Context: an optimization exercise on an open-source flow, tuned for small area, a short achievable clock period and few clock cycles per item. The choices shown serve that exercise and are no tape-out recipe.
In this exercise RTL edits were held to simulation tests only and were not proved equivalent to the original.
Power figures rest on the tool's default switching activity, not on a simulated workload.

Setup of exp/pepper:
Design top, start of the top module:
module top(clock, reset, DataIn, Go_flag, Found, Ready);
input clock;
input reset;
input [7:0] DataIn;
input Go_flag;
output [31:0] Found;
output Ready;
Match Match_DUT(.clock(clock), .reset(reset), .DataIn(DataIn), .Go_flag(Go_flag), .Found(Found), .Ready(Ready));
endmodule
clock: 3.5 ns
lec_check: 0
cap_margin: 20
core_margin: 2
core_utilization: 30
cts_buf_list: sky130_fd_sc_hd__clkbuf_4
setup_slack_margin: 1.3
slew_margin: 20
standard.sh (not shown) runs the stock make flow with config.mk's settings and CLKGATE_MAP_FILE= SYNTH_SCRIPT=/design/flow/synth_recipe.tcl, a recipe that flattens the netlist after the stock synthesis.
==> flow/flow/run.sh <==
#!/bin/bash
# Standard ORFS layout, except: port buffers of a plain buffer cell, resizing
# free to change a cell's footprint, and no half/full-adder cell extraction in
# synthesis (the design has no arithmetic; the extracted cells are slow).
set -euo pipefail
cd "$(dirname "$0")/.."
bash standard.sh MATCH_CELL_FOOTPRINT=0 "BUFFER_PORTS_ARGS=-buffer_cell sky130_fd_sc_hd__buf_1" ADDER_MAP_FILE= finish > standard_flow.log 2>&1
Testbench counts of exp/pepper, summed over its fixed seeds: cycles 3,208, chars 3,200.
[inputs] exp/raven vs exp/pepper
- SETUP_SLACK_MARGIN changed from 1.3 to 1.4
Results
- Of the two values seen for dominant power group, sequential cells was produced by exp/pepper and combinational cells by exp/raven.
- exp/raven against exp/pepper: buffer count excluding the clock tree in the final layout rose 5, net switching component of the power +1.0%, global-route track usage on met2 up 1.2 points, shortest clock period the worst path allows after layout -0.057 ns.
- Of exp/raven and exp/pepper, it is exp/raven that has the higher area growth from synthesis to layout.
- Looking at met1 routing resource usage after global routing across exp/raven and exp/pepper, the one that comes out lower is exp/pepper.
- Placement-stage cell area: exp/raven higher than exp/pepper
- Iteration-0 DRC count of the detailed router: exp/raven and exp/pepper compared, lower one is exp/raven
- Relative to exp/pepper, the power of exp/raven is higher by 1.7%.
- Between exp/raven and exp/pepper, total wire length after detailed routing is lower for exp/pepper, exp/raven comes in above that.
[inputs] exp/lagoon vs exp/raven
- swapping 1.4 for 1.0 in SETUP_SLACK_MARGIN
--- outcome ---
Going from exp/raven to exp/lagoon, smallest hold slack grows by 0.10 ns. Vias per cell, exp/lagoon and exp/raven: smaller value in exp/lagoon. | sequential power | exp/lagoon vs exp/raven | about 4% higher |. Summary: with exp/raven as the reference, total via count in the routed design in exp/lagoon moved down by a few percent. The run showing the smaller actual transition at the worst max-transition pin is exp/raven. Comparing exp/lagoon and exp/raven, the lower post-route worst setup slack is on exp/lagoon. Share of total power in combinational logic ends up lower on exp/lagoon. The sequential power share of exp/lagoon is higher than that of exp/raven. The register-to-register slack of exp/lagoon is lower than that of exp/raven. Re synthesized cell count: no difference whatsoever between exp/raven and exp/lagoon. Looking only at fraction of area in registers, and setting everything else aside, the higher value of exp/lagoon and exp/raven goes to exp/lagoon. exp/lagoon | status: complete | timing, DRC, antenna: pass. Of the two values seen for worst min-delay path class, flop to flop was produced by exp/raven and input port to flop by exp/lagoon.

== oak ==
Another version of the RTL of top (not shown whole).
Size in the first run: roughly 10 flip-flops, roughly 44 I/O pins, about 1900 um2 of cells after synthesis.
==> flow/config.mk <==
export PLATFORM = sky130hd
export DESIGN_NAME = top
export DESIGN_NICKNAME = top
export VERILOG_FILES = /design/flow/design.v
export SDC_FILE = /design/flow/constraint.sdc
export NUM_CORES = 4
export LEC_CHECK = 0
export CAP_MARGIN = 20
export CORE_MARGIN = 2
export CORE_UTILIZATION = 30
export CTS_BUF_LIST = sky130_fd_sc_hd__clkbuf_4
export SETUP_SLACK_MARGIN = 1.2
export SLEW_MARGIN = 20
==> flow/constraint.sdc <==
create_clock -name core_clock -period 3.5 [get_ports {clock}]
set_input_delay 0.7000 -clock core_clock [delete_from_list [all_inputs] [get_ports {clock}]]
set_output_delay 0.7000 -clock core_clock [all_outputs]
set_load 0.01 [all_outputs]
==> flow/flow/run.sh <==
#!/bin/bash
# Standard ORFS layout, except: port buffers of a plain buffer cell, resizing
# free to change a cell's footprint, and no half/full-adder cell extraction in
# synthesis (the design has no arithmetic; the extracted cells are slow).
set -euo pipefail
cd "$(dirname "$0")/.."
bash standard.sh MATCH_CELL_FOOTPRINT=0 "BUFFER_PORTS_ARGS=-buffer_cell sky130_fd_sc_hd__buf_2" ADDER_MAP_FILE= finish > standard_flow.log 2>&1
oak finished all stages; the layout is clean.
Testbench counts of oak, summed over its fixed seeds: cycles 3,208, chars 3,200.
The following lists how pine was set up differently from oak:
# oak
export LEC_CHECK = 0
export CAP_MARGIN = 20
export CORE_MARGIN = 2
export CORE_UTILIZATION = 30
export CTS_BUF_LIST = sky130_fd_sc_hd__clkbuf_4
export SETUP_SLACK_MARGIN = 1.2
export SLEW_MARGIN = 20
create_clock -name core_clock -period 3.5 [get_ports {clock}]
# pine
export LEC_CHECK = 0
export CAP_MARGIN = 20
export CORE_MARGIN = 2
export CORE_UTILIZATION = 30
export GPL_TIMING_DRIVEN = 1
export SETUP_SLACK_MARGIN = 1.2
export SLEW_MARGIN = 20
create_clock -name core_clock -period 3.5 [get_ports {clock}]
Findings:
Per the comparison of pine with oak, highest achievable clock rate increased 6.5 MHz, first-iteration DRC count rose about 30%. Time the worst path needs with I/O delays and setup: pine better than oak. pine reports a higher wire length on met2 than oak does. Looking at clock network fraction of design power, pine sits 12 points above oak. Reported for oak and pine, critical path depth turned out identical to the last digit. Looking at leakage power total across oak and pine, the one that comes out higher is pine. In terms of proportion of synthesized flip-flops having asynchronous set or reset, oak and pine differ only marginally. There was hardly any difference in final clock skew between pine and oak. Taking oak as the reference point, the wire length of pine falls by 33 um. Portion of the clock cycle consumed by the worst path in the final layout, oak and pine, lower one = pine.
[inputs] birch vs pine
# pine
export LEC_CHECK = 0
export CAP_MARGIN = 20
export CORE_MARGIN = 2
export CORE_UTILIZATION = 30
export GPL_TIMING_DRIVEN = 1
export SETUP_SLACK_MARGIN = 1.2
export SLEW_MARGIN = 20
create_clock -name core_clock -period 3.5 [get_ports {clock}]
# birch
export LEC_CHECK = 0
export CAP_MARGIN = 20
export CORE_MARGIN = 2
export CORE_UTILIZATION = 55
export SETUP_SLACK_MARGIN = 1.2
export SLEW_MARGIN = 20
create_clock -name core_clock -period 3.5 [get_ports {clock}]
Notes after the runs:
| overall routed net length | higher: birch |
[compare] base=pine new=birch: portion of total power attributed to combinational logic now larger; net switching share of the total power saw an increase; total power consumption of the routed design went down by 7.5%.

== zinc ==
top again, from the RTL that the note above started with.
==> flow/design.v (excerpt) <==
module top(clock, reset, DataIn, Go_flag, Found, Ready);
input clock;
input reset;
input [7:0] DataIn;
input Go_flag;
output [31:0] Found;
output Ready;
Match Match_DUT(.clock(clock), .reset(reset), .DataIn(DataIn), .Go_flag(Go_flag), .Found(Found), .Ready(Ready));
endmodule
==> flow/config.mk <==
export PLATFORM = sky130hd
export DESIGN_NAME = top
export DESIGN_NICKNAME = top
export VERILOG_FILES = /design/flow/design.v
export SDC_FILE = /design/flow/constraint.sdc
export NUM_CORES = 4
export LEC_CHECK = 0
export CAP_MARGIN = 20
export CORE_MARGIN = 2
export CORE_UTILIZATION = 30
export SETUP_SLACK_MARGIN = 1.0
export SLEW_MARGIN = 20
==> flow/constraint.sdc <==
create_clock -name core_clock -period 3.5 [get_ports {clock}]
set_input_delay 0.7000 -clock core_clock [delete_from_list [all_inputs] [get_ports {clock}]]
set_output_delay 0.7000 -clock core_clock [all_outputs]
set_load 0.01 [all_outputs]
==> flow/flow/run.sh <==
#!/bin/bash
# Standard ORFS layout, but with port buffers of a plain buffer cell and
# resizing free to change a cell's footprint.
set -euo pipefail
cd "$(dirname "$0")/.."
bash standard.sh MATCH_CELL_FOOTPRINT=0 "BUFFER_PORTS_ARGS=-buffer_cell sky130_fd_sc_hd__buf_2" finish > standard_flow.log 2>&1
zinc: full flow OK, the timing, DRC and antenna checks passed
Testbench counts of zinc, summed over its fixed seeds: cycles 3,208, chars 3,200.
Relative to zinc, the following input files were edited for sierra:
- SETUP_SLACK_MARGIN: 1.0 -> 1.4
==> flow/flow/run.sh <==
#!/bin/bash
# Standard ORFS layout, except: port buffers of a plain buffer cell, resizing
# free to change a cell's footprint, and no half/full-adder cell extraction in
# synthesis (the design has no arithmetic; the extracted cells are slow).
set -euo pipefail
cd "$(dirname "$0")/.."
bash standard.sh MATCH_CELL_FOOTPRINT=0 "BUFFER_PORTS_ARGS=-buffer_cell sky130_fd_sc_hd__buf_2" ADDER_MAP_FILE= finish > standard_flow.log 2>&1
==> results.txt <==
[compare] base=zinc new=sierra: static leakage power rose by 14%, post-CTS resize count rose by 19, internal power consumption rose by 15%, overall overflow remaining after global route stayed essentially flat, worst slack after detailed placement rose by 210 ps.
Taking zinc as 1.0, sierra lands at 1.05 on final net count.
Diff zinc -> sierra: switching share of power moved down, global-route usage barely changed, number of fill cells in the layout rose by 4, logic gate share of total power saw an increase.
A end point of the critical path of Match_DUT.state[4] is what sierra shows, while Match_DUT.state[0] belongs to zinc.
Setup changes, sierra to delta
- SETUP_SLACK_MARGIN changed from 1.4 to 1.2
==> flow/flow/run.sh <==
#!/bin/bash
# Standard ORFS layout, but with port buffers of a plain buffer cell and
# resizing free to change a cell's footprint.
set -euo pipefail
cd "$(dirname "$0")/.."
bash standard.sh MATCH_CELL_FOOTPRINT=0 "BUFFER_PORTS_ARGS=-buffer_cell sky130_fd_sc_hd__buf_2" finish > standard_flow.log 2>&1
## What came out
Of the two candidates, sierra has the better maximum clock frequency and delta the worse one.
Compared to sierra, the router laid down less metal wire for delta.
Summary of delta over sierra: first-iteration DRC count lower; proportion of final cell area spent on non-clock buffers lower; routed length per instance lower.
Looking at first-pass GRT wire length, delta sits below sierra.
--- input diff delta..violet ---
- swapping 1.2 for 1.4 in SETUP_SLACK_MARGIN
Relative to delta, worst setup slack has gone up in violet.
violet: cell area higher than delta
[violet] part of the power in combinational logic rose 3.7 points relative to delta
Summary of the comparison: global-route wire length before repair is higher in violet, relative to delta.

-- static timing again, ports no longer ideal --
Ports are ideal in the flow. The routed layouts listed here were re-timed in OpenROAD. Step 1 assumes that a clkbuf_16 drives the clock port and a buf_2 every other input. Step 2 also shifts input and output timing later by t, the mid clock arrival at the registers, as if the neighbouring blocks saw the same clock. a / b / c = ideal ports / drivers / drivers and shift; a / b = the first two.
run	t, ns	setup WS [ns]	worst setup path at the end
exp/pepper	0.286	1.335 / 1.316 / 1.161	input to register
exp/raven	0.277	1.392 / 1.373 / 1.188	input to register
exp/lagoon	0.285	1.215 / 1.195 / 1.045	input to register
oak	0.284	1.310 / 1.287 / 1.061	input to register
pine	0.257	1.341 / 1.319 / 1.153	input to register
birch	0.300	1.318 / 1.297 / 1.125	input to register
zinc	0.259	1.110 / 1.110 / 1.110	register to register
sierra	0.261	1.380 / 1.388 / 1.128	input to register
delta	0.258	1.275 / 1.275 / 1.219	input to register
violet	0.256	1.433 / 1.409 / 1.227	input to register
After both steps setup and hold are still met in every run listed. For sierra, which loses most, drivers alone change the setup slack by +0.008 ns; drivers and shift together by -0.252 ns.
